Context: an optimization exercise on an open-source flow, tuned for small area and a short achievable clock period. The choices shown serve that exercise and are no tape-out recipe.
Where RTL was checked, it was by simulation tests only, not by an equivalence proof against the original.

==> inputs of v34 <==
Design GPPM, start of the top module:
module GPPM(
    input clk,
    input [3:0] raddr1,
    input [3:0] raddr2,
    input wen,
    input [3:0] waddr,
    input wdsrc,
    input [3:0] func,
    input [31:0] constant,
    input alusrc,
    input [31:0] aluconst,
    output [31:0] outrdata1,
    output isZero
);
    wire [31:0] rdata1;
    wire [31:0] rdata2;
    wire [31:0] wdata;
    wire [31:0] ares;
    wire [31:0] alu_op2;
    assign wdata = (wdsrc)? ares : constant;
    assign outrdata1 = rdata1;
    assign alu_op2 = alusrc? aluconst : rdata2;
    RegFile rf (
        .clk (clk),
        .raddr1 (raddr1),
        .raddr2 (raddr2),
        .wen (wen),
        .waddr (waddr),
        .wdata (wdata),
        .rdata1 (rdata1),
        .rdata2 (rdata2)
    );
    ALU alu (
        .a (rdata1),
        .b (alu_op2),
        .func (func),
        .res (ares),
        .isZero (isZero)
    );
endmodule
==> module ALU, before the edit <==
module ALU(
    input [31:0] a,
    input [31:0] b,
    input [3:0] func,
    output reg [31:0] res,
    output isZero
);
    assign isZero = ~|res;
    always @ (*) begin
    case (func)
        4'd0: res = a + b;
        4'd1: res = a - b;
        4'd2: res = a * b;
        4'd3: res = (b == 32'd0) ? 32'hFFFFFFFF : a / b;
        4'd4: res = (b == 32'd0) ? a : a % b;
        4'd5: res = a & b;
        4'd6: res = a | b;
        4'd7: res = a ^ b;
        4'd8: res = ~a;
        4'd9: res = a << b;
        4'd10: res = a >> b;
        4'd11: res = {31'h0, $signed(a) < $signed(b)};
        4'd12: res = {31'h0, a < b};
        default:
            res = 32'h0;
    endcase
end
endmodule
export LEC_CHECK = 0
export CAP_MARGIN = 20
export CORE_MARGIN = 2
export CORE_UTILIZATION = 40
export SLEW_MARGIN = 20
create_clock -name core_clock -period 140.0 [get_ports {clk}]
run.sh (not shown) runs the stock make flow with config.mk's settings and CLKGATE_MAP_FILE= SYNTH_SCRIPT=/design/flow/synth_recipe.tcl, a recipe that flattens the netlist after the stock synthesis.
==> v4: changes against v34 <==
--- a/flow/design.v
+++ b/flow/design.v
@@ -4,26 +4,113 @@
     input [3:0] func,
     output reg [31:0] res,
-    output isZero
+    output reg isZero
 );
-    assign isZero = ~|res;
+    wire f_add  = (func == 4'd0);
+    wire f_sub  = (func == 4'd1);
+    wire f_mul  = (func == 4'd2);
+    wire f_div  = (func == 4'd3);
+    wire f_mod  = (func == 4'd4);
+    wire f_not  = (func == 4'd8);
+    wire f_shl  = (func == 4'd9);
+    wire f_shr  = (func == 4'd10);
+    wire f_slt  = (func == 4'd11);
+    wire f_sltu = (func == 4'd12);
+    wire acc   = f_mul | f_shl | f_shr;
+    wire dmode = f_div | f_mod;
+    wire sub   = f_sub | dmode | f_slt | f_sltu;
+    reg  [31:0] a_rev;
+    integer i;
+    always @(*) for (i = 0; i < 32; i = i + 1) a_rev[i] = a[31 - i];
+    wire        bigsh = |b[31:5];
+    wire [31:0] oh = bigsh ? 32'd0 : (32'd1 << b[4:0]);
+    wire [31:0] bm = f_mul ? b : oh;
+    wire [31:0] am = acc ? (f_shr ? a_rev : a) : 32'd0;
+    wire [31:0] bx = acc ? 32'd0 : (f_not ? 32'hFFFFFFFF : (b ^ {32{sub}}));
+    wire [31:0] q;
+    wire [31:0] x [0:32];
+    wire [31:0] y0;
+    wire        co0;
+    wire        sel0;
+    assign x[32] = acc ? 32'd0 : a;
+    genvar k;
+    generate
+        for (k = 31; k >= 0; k = k - 1) begin : row
+            localparam W = 32 - k;
+            wire        hz;
+            if (k == 0) begin : nz
+                assign hz = 1'b1;
+            end else begin : z
+                assign hz = ~|b[31:W];
+            end
+            wire [W-1:0] y = (am[W-1:0] & {W{bm[k]}}) | bx[W-1:0];
+            wire [W-1:0] s;
+            wire         co;
+            localparam L = (W <= 2) ? 1 : (W <= 4) ? 2 : (W <= 8) ? 3 : (W <= 16) ? 4 : 5;
+            wire [W-1:0] xi = x[k+1][31:k];
+            wire [W-1:0] g0 = xi & y;
+            wire [W-1:0] p0 = xi ^ y;
+            wire [W-1:0] gg [0:L];
+            wire [W-1:0] pp [0:L];
+            assign gg[0] = {g0[W-1:1], g0[0] | (p0[0] & sub)};
+            assign pp[0] = p0;
+            genvar l, i;
+            for (l = 0; l < L; l = l + 1) begin : lev
+                for (i = 0; i < W; i = i + 1) begin : bit_
+                    if ((i >> l) & 1) begin : comb
+                        localparam J = ((i >> l) << l) - 1;
+                        assign gg[l+1][i] = gg[l][i] | (pp[l][i] & gg[l][J]);
+                        assign pp[l+1][i] = pp[l][i] & pp[l][J];
+                    end else begin : pass
+                        assign gg[l+1][i] = gg[l][i];
+                        assign pp[l+1][i] = pp[l][i];
+                    end
+                end
+            end
+            wire [W:0] c = {gg[L], sub};
+            assign s = p0 ^ c[W-1:0];
+            assign co = c[W];
+            assign q[k] = hz & co;
+            wire sel;
+            if (k == 0) begin : lo
+                assign sel = acc | f_add | f_sub | (dmode & q[k]);
+                assign x[k] = sel ? s : x[k+1];
+                assign co0 = co;
+                assign sel0 = sel;
+                assign y0 = y;
+            end else begin : hi
+                assign sel = acc | (dmode & q[k]);
+                assign x[k] = {sel ? s : x[k+1][31:k], x[k+1][k-1:0]};
+            end
+        end
+    endgenerate
+    wire [31:0] x1 = x[1];
+    wire [31:0] p0 = x1 ^ y0;
+    wire [31:0] g0 = x1 & y0;
+    wire [31:0] t0 = x1 | y0;
+    wire zsum = (p0[0] == sub) & (p0[31:1] == t0[30:0]);
+    wire zx1  = ~|x1;
+    wire z0   = sel0 ? zsum : zx1;
+    reg [31:0] x0_rev;
+    always @(*) for (i = 0; i < 32; i = i + 1) x0_rev[i] = x[0][31 - i];
+    wire ltu = ~co0;
+    wire lts = (a[31] ^ b[31]) ? a[31] : ltu;
     always @ (*) begin
     case (func)
-        4'd0: res = a + b;
-        4'd1: res = a - b;
-        4'd2: res = a * b;
-        4'd3: res = (b == 32'd0) ? 32'hFFFFFFFF : a / b;
-        4'd4: res = (b == 32'd0) ? a : a % b;
-        4'd5: res = a & b;
-        4'd6: res = a | b;
-        4'd7: res = a ^ b;
-        4'd8: res = ~a;
-        4'd9: res = a << b;
-        4'd10: res = a >> b;
-        4'd11: res = {31'h0, $signed(a) < $signed(b)};
-        4'd12: res = {31'h0, a < b};
-        default:
-            res = 32'h0;
+        4'd0:  begin res = x[0];  isZero = z0; end
+        4'd1:  begin res = x[0];  isZero = z0; end
+        4'd2:  begin res = x[0];  isZero = z0; end
+        4'd3:  begin res = q;     isZero = ~|q[31:1] & ~q[0]; end
+        4'd4:  begin res = x[0];  isZero = z0; end
+        4'd5:  begin res = g0;    isZero = ~|g0; end
+        4'd6:   begin res = t0;    isZero = ~|t0; end
+        4'd7:  begin res = p0;    isZero = ~|p0; end
+        4'd8:  begin res = p0;    isZero = ~|p0; end
+        4'd9:  begin res = x[0];  isZero = z0; end
+        4'd10:  begin res = x0_rev; isZero = z0; end
+        4'd11:  begin res = {31'h0, lts};  isZero = ~lts; end
+        4'd12: begin res = {31'h0, ltu};  isZero = ~ltu; end
+        default: begin res = 32'h0; isZero = 1'b1; end
     endcase
-end
+    end
 endmodule
 module RegFile(
==> flow/flow/run.sh (new file) <==
#!/bin/bash
# The standard synthesis and layout, with one change to the layout: the port buffers are
# buf_2 (every input and output still gets its own buffer).
set -euo pipefail
here=$(pwd)
bash standard.sh synth > "$here/synth.log" 2>&1
bash standard.sh BUFFER_PORTS_ARGS="-buffer_cell sky130_fd_sc_hd__buf_2" > "$here/layout.log" 2>&1
==> flow/standard.sh (new file) <==
#!/bin/bash
# synth_recipe.tcl (not shown) runs the flow's synth.tcl, then flattens the netlist and writes it again
# the make line also repeats each setting of config.mk as NAME=value (left out here)
make -C /OpenROAD-flow-scripts/flow DESIGN_CONFIG=/design/flow/config.mk WORK_HOME=/design/flow/orfs CLKGATE_MAP_FILE= SYNTH_SCRIPT=/design/flow/synth_recipe.tcl "${@:-finish}"
- ABC_AREA: unset -> 1
- CORE_UTILIZATION: 40 -> 65
removed: flow/run.sh
==> v23: changes against v34 <==
--- a/flow/design.v
+++ b/flow/design.v
@@ -7,19 +7,63 @@
 );
     assign isZero = ~|res;
+    wire mmode = (func == 4'd2);
+    wire dmode = (func == 4'd3) | (func == 4'd4);
+    wire amode = (func == 4'd0) | (func == 4'd1) | (func == 4'd11) | (func == 4'd12);
+    wire sub   = ~mmode & (func != 4'd0);
+    wire [31:0] am = a & {32{mmode}};
+    wire [31:0] bx = (b ^ {32{sub}}) & {32{~mmode}};
+    wire [31:0] q;
+    wire [31:0] x [0:32];
+    wire        co0;
+    assign x[32] = mmode ? 32'd0 : a;
+    genvar k;
+    generate
+        for (k = 31; k >= 0; k = k - 1) begin : row
+            localparam W = 32 - k;
+            wire        hz;
+            if (k == 0) begin : nz
+                assign hz = 1'b1;
+            end else begin : z
+                assign hz = ~|b[31:W];
+            end
+            wire [W-1:0] y = (am[W-1:0] & {W{b[k]}}) | bx[W-1:0];
+            wire [W:0]   s = {1'b0, x[k+1][31:k]} + {1'b0, y} + {{W{1'b0}}, sub};
+            assign q[k] = hz & s[W];
+            wire sel;
+            if (k == 0) begin : lo
+                assign sel = mmode | amode | (dmode & q[k]);
+                assign x[k] = sel ? s[W-1:0] : x[k+1];
+                assign co0 = s[W];
+            end else begin : hi
+                assign sel = mmode | (dmode & q[k]);
+                assign x[k] = {sel ? s[W-1:0] : x[k+1][31:k], x[k+1][k-1:0]};
+            end
+        end
+    endgenerate
+    wire ltu = ~co0;
+    wire lts = (a[31] ^ b[31]) ? a[31] : ltu;
+    wire        bigsh = |b[31:5];
+    reg  [31:0] a_rev;
+    integer i;
+    always @(*) for (i = 0; i < 32; i = i + 1) a_rev[i] = a[31 - i];
+    wire [31:0] sh_in  = (func == 4'd9) ? a_rev : a;
+    wire [31:0] sh_out = sh_in >> b[4:0];
+    reg  [31:0] sh_rev;
+    always @(*) for (i = 0; i < 32; i = i + 1) sh_rev[i] = sh_out[31 - i];
     always @ (*) begin
     case (func)
-        4'd0: res = a + b;
-        4'd1: res = a - b;
-        4'd2: res = a * b;
-        4'd3: res = (b == 32'd0) ? 32'hFFFFFFFF : a / b;
-        4'd4: res = (b == 32'd0) ? a : a % b;
+        4'd0: res = x[0];
+        4'd1: res = x[0];
+        4'd2: res = x[0];
+        4'd3: res = q;
+        4'd4: res = x[0];
         4'd5: res = a & b;
         4'd6: res = a | b;
         4'd7: res = a ^ b;
         4'd8: res = ~a;
-        4'd9: res = a << b;
-        4'd10: res = a >> b;
-        4'd11: res = {31'h0, $signed(a) < $signed(b)};
-        4'd12: res = {31'h0, a < b};
+        4'd9: res = bigsh ? 32'd0 : sh_rev;
+        4'd10: res = bigsh ? 32'd0 : sh_out;
+        4'd11: res = {31'h0, lts};
+        4'd12: res = {31'h0, ltu};
         default:
             res = 32'h0;
==> metrics.yaml <==
synth:
  netlist_area_um2: 62100
cells_and_area:
  area_delta_synth_final_pct: 3.72
worst_setup_path:
  critPathBufInv: 50
outcome:
  status: "timing/DRC/antenna clean"
The numbers above come from v4.

==> metrics.yaml <==
place:
  gp_congestion: 1.06
worst_setup_path:
  critPathBufInv: 29
synth:
  yosys_warnings: 2
  yosysMostFrequentCell: "o21ai_0"
outcome:
  status: "timing/DRC/antenna clean"
cells_and_area:
  area_delta_synth_final_pct: 34.5
The numbers above come from v23.

==> metrics.yaml <==
synth:
  synth_cell_types: 115
  netlist_area_um2: 79400
outcome:
  status: "timing/DRC/antenna clean"
cells_and_area:
  area_delta_synth_final_pct: 12.0
worst_setup_path:
  critPathBufInv: 38
The numbers above come from v34.

For v34, only the layout was checked, not whether the RTL still works.

==> port drivers added, routing unchanged <==
Ports are ideal in the flow. The routed layouts listed here were re-timed in OpenROAD.
Step 1 assumes that a clkbuf_16 drives the clock port and a buf_2 every other input.
Step 2, shift: input delay + t, output delay - t, t = (earliest + latest rising clock arrival at the registers) / 2. This alone moves slack from input paths to output paths.
Three values: ideal, step 1, step 2; two values: the first two.
| run | shift t [ns] | setup slack, ns | worst setup path at the end |
|---|---|---|---|
| v34 | 0.647 | 2.966 / 2.838 / 2.838 | input to output |
| v4 | 0.631 | 6.827 / 6.775 / 6.775 | input to output |
| v23 | 0.639 | 2.866 / 2.744 / 2.744 | input to output |
After both steps every run listed still meets setup and hold. The setup slack of v34, which loses most, moves by -0.128 ns with the drivers and by -0.128 ns with both steps.
